This is an optimization exercise on Yosys and OpenROAD, whose aim is small area and few clock cycles, not a production implementation.
RTL that was checked went through simulation tests only; none was proved equivalent to the original.
Power figures rest on the tool's default switching activity, not on a simulated workload.

## data_pipe_nto1
module data_pipe_nto1 #(
    parameter   DSIZE   = 8,
    parameter   NSIZE   = 8
)(
    input                           clock,
    input                           rst_n,
    input [DSIZE*NSIZE-1:0]         wr_data,
    input                           wr_vld,
    output logic                    wr_ready,
    output logic[DSIZE-1:0]         rd_data,
    output logic                    rd_vld,
    input                           rd_ready
);
Settings: LEC_CHECK=0, CAP_MARGIN=20, CORE_MARGIN=2, CORE_UTILIZATION=40, PLACE_DENSITY=0.6, SLEW_MARGIN=20, SYNTH_HIERARCHICAL=1; clock period 5.0 ns.
standard.sh (not shown) runs the stock make flow with config.mk's settings and CLKGATE_MAP_FILE= SYNTH_SCRIPT=/design/flow/synth_recipe.tcl, a recipe that flattens the netlist after the stock synthesis.
==> flow/flow/run.sh <==
#!/bin/bash
export BUFFER_PORTS_ARGS="-buffer_cell sky130_fd_sc_hd__buf_1"
export CTS_ARGS="-sink_clustering_enable -repair_clock_nets -dont_use_dummy_load -sink_clustering_size 32 -sink_clustering_max_diameter 200 -sink_clustering_levels 1 -buf_list sky130_fd_sc_hd__clkbuf_4 -root_buf sky130_fd_sc_hd__clkbuf_4"
bash standard.sh > standard.log 2>&1
The baseline completed with no timing, DRC or antenna violations.
Testbench counts at the start, summed over its fixed seeds: cycles 25,600.
Rerun with:
--- a/flow/config.mk
+++ b/flow/config.mk
@@ -8 +8 @@
-export CAP_MARGIN = 20
+export CAP_MARGIN = 0
@@ -12 +12 @@
-export SLEW_MARGIN = 20
+export SLEW_MARGIN = 0
Outcome: Sequential cell count does not change. Global-route usage hardly moves. Utilization drops by 0.42 points. Non-clock buffer count drops by 1. Design area drops by 0.80%. Fmax stays flat. Register-to-register slack got worse by 0.16 ns. Wire length drops by 1.4%. Combinational power drops by about 2%. Setup slack improved by 0.0054 ns.


Another version of the RTL of data_pipe_nto1 (not shown whole).
Size in the first run: ~130 cells after synthesis, about 59 flip-flops, ~0.0022 sq mm of cells after synthesis.
==> flow/design.v (excerpt) <==
module data_pipe_nto1 #(
    parameter   DSIZE   = 8,
    parameter   NSIZE   = 8
)(
    input                           clock,
    input                           rst_n,
    input [DSIZE*NSIZE-1:0]         wr_data,
    input                           wr_vld,
    output logic                    wr_ready,
    output logic[DSIZE-1:0]         rd_data,
    output logic                    rd_vld,
    input                           rd_ready
);
export LEC_CHECK = 0
export CAP_MARGIN = 20
export CORE_MARGIN = 2
export CORE_UTILIZATION = 40
export PLACE_DENSITY = 0.6
export SLEW_MARGIN = 20
export SYNTH_HIERARCHICAL = 1
create_clock -name core_clock -period 5.0 [get_ports {clock}]
==> flow/flow/run.sh <==
#!/bin/bash
export BUFFER_PORTS_ARGS="-buffer_cell sky130_fd_sc_hd__buf_1"
export CTS_ARGS="-sink_clustering_enable -repair_clock_nets -dont_use_dummy_load"
bash standard.sh > standard.log 2>&1
The first run went through all stages and came out clean.
Then changed:
==> flow/flow/run.sh (replaced) <==
#!/bin/bash
export BUFFER_PORTS_ARGS="-buffer_cell sky130_fd_sc_hd__buf_1"
export CTS_ARGS="-sink_clustering_enable -repair_clock_nets -dont_use_dummy_load -sink_clustering_size 64 -sink_clustering_max_diameter 500 -buf_list sky130_fd_sc_hd__clkbuf_8 -root_buf sky130_fd_sc_hd__clkbuf_8"
bash standard.sh > standard.log 2>&1
Result: The changed run finished with timing, DRC and antenna clean; worst setup slack stays the same; sequential cell count is unchanged; clock skew does not change; worst hold slack does not change; routed wire length does not change; total power is unchanged; register-to-register slack stays flat.
Then changed:
==> flow/flow/run.sh (replaced) <==
#!/bin/bash
export BUFFER_PORTS_ARGS="-buffer_cell sky130_fd_sc_hd__buf_1"
bash standard.sh > standard.log 2>&1
CTS_BUF_LIST = sky130_fd_sc_hd__clkbuf_4   (was unset)
CTS_CLUSTER_DIAMETER = 100   (was unset)
CTS_CLUSTER_SIZE = 30   (was unset)
What happened: Non-clock buffer count stays the same; total power hardly moves; clock-buffer cell count stays the same; routed wire length hardly moves; setup slack degrades by 0.16 ns.
Then changed:
==> flow/flow/run.sh (replaced) <==
#!/bin/bash
export BUFFER_PORTS_ARGS="-buffer_cell sky130_fd_sc_hd__buf_1"
export CTS_ARGS="-sink_clustering_enable -repair_clock_nets -dont_use_dummy_load -sink_clustering_size 32 -sink_clustering_max_diameter 200 -sink_clustering_levels 1 -buf_list sky130_fd_sc_hd__clkbuf_4 -root_buf sky130_fd_sc_hd__clkbuf_4"
bash standard.sh > standard.log 2>&1
CTS_BUF_LIST = unset   (was sky130_fd_sc_hd__clkbuf_4)
CTS_CLUSTER_DIAMETER = unset   (was 100)
CTS_CLUSTER_SIZE = unset   (was 30)
What happened:
- fmax rose by 1.2%
- setup slack gets better by 0.040 ns
- final area fell by 2.1%
No run of this note included a check of the RTL's function; only the layout flow was run.

-- static timing again, ports no longer ideal --
The results above use ideal ports. As a check the final layouts listed here were re-extracted and re-timed, cells and wires unchanged. Step 1: set_driving_cell puts a clkbuf_16 on clock and a buf_2 on each other input, an assumption about the parent block. Step 2, shift: input delay + t, output delay - t, t = (earliest + latest rising clock arrival at the registers) / 2. This alone moves slack from input paths to output paths. Three values: ideal ports, drivers, drivers and shift; two values: the first two.
run	t (ns)	setup WS [ns]	worst data-port slew with drivers (ns)
the first run of note 1	0.393	2.120 / 2.096 / 2.388	0.05
the second run of note 1	0.387	2.125 / 2.101 / 2.375	0.05
the first run of note 2	0.350	1.694 / 1.668 / 2.017	0.04
the second run of note 2	0.350	1.694 / 1.668 / 2.017	0.04
the third run of note 2	0.416	1.531 / 1.507 / 1.923	0.04
the fourth run of note 2	0.411	1.570 / 1.546 / 1.958	0.04
After both steps setup and hold are still met in every run listed.
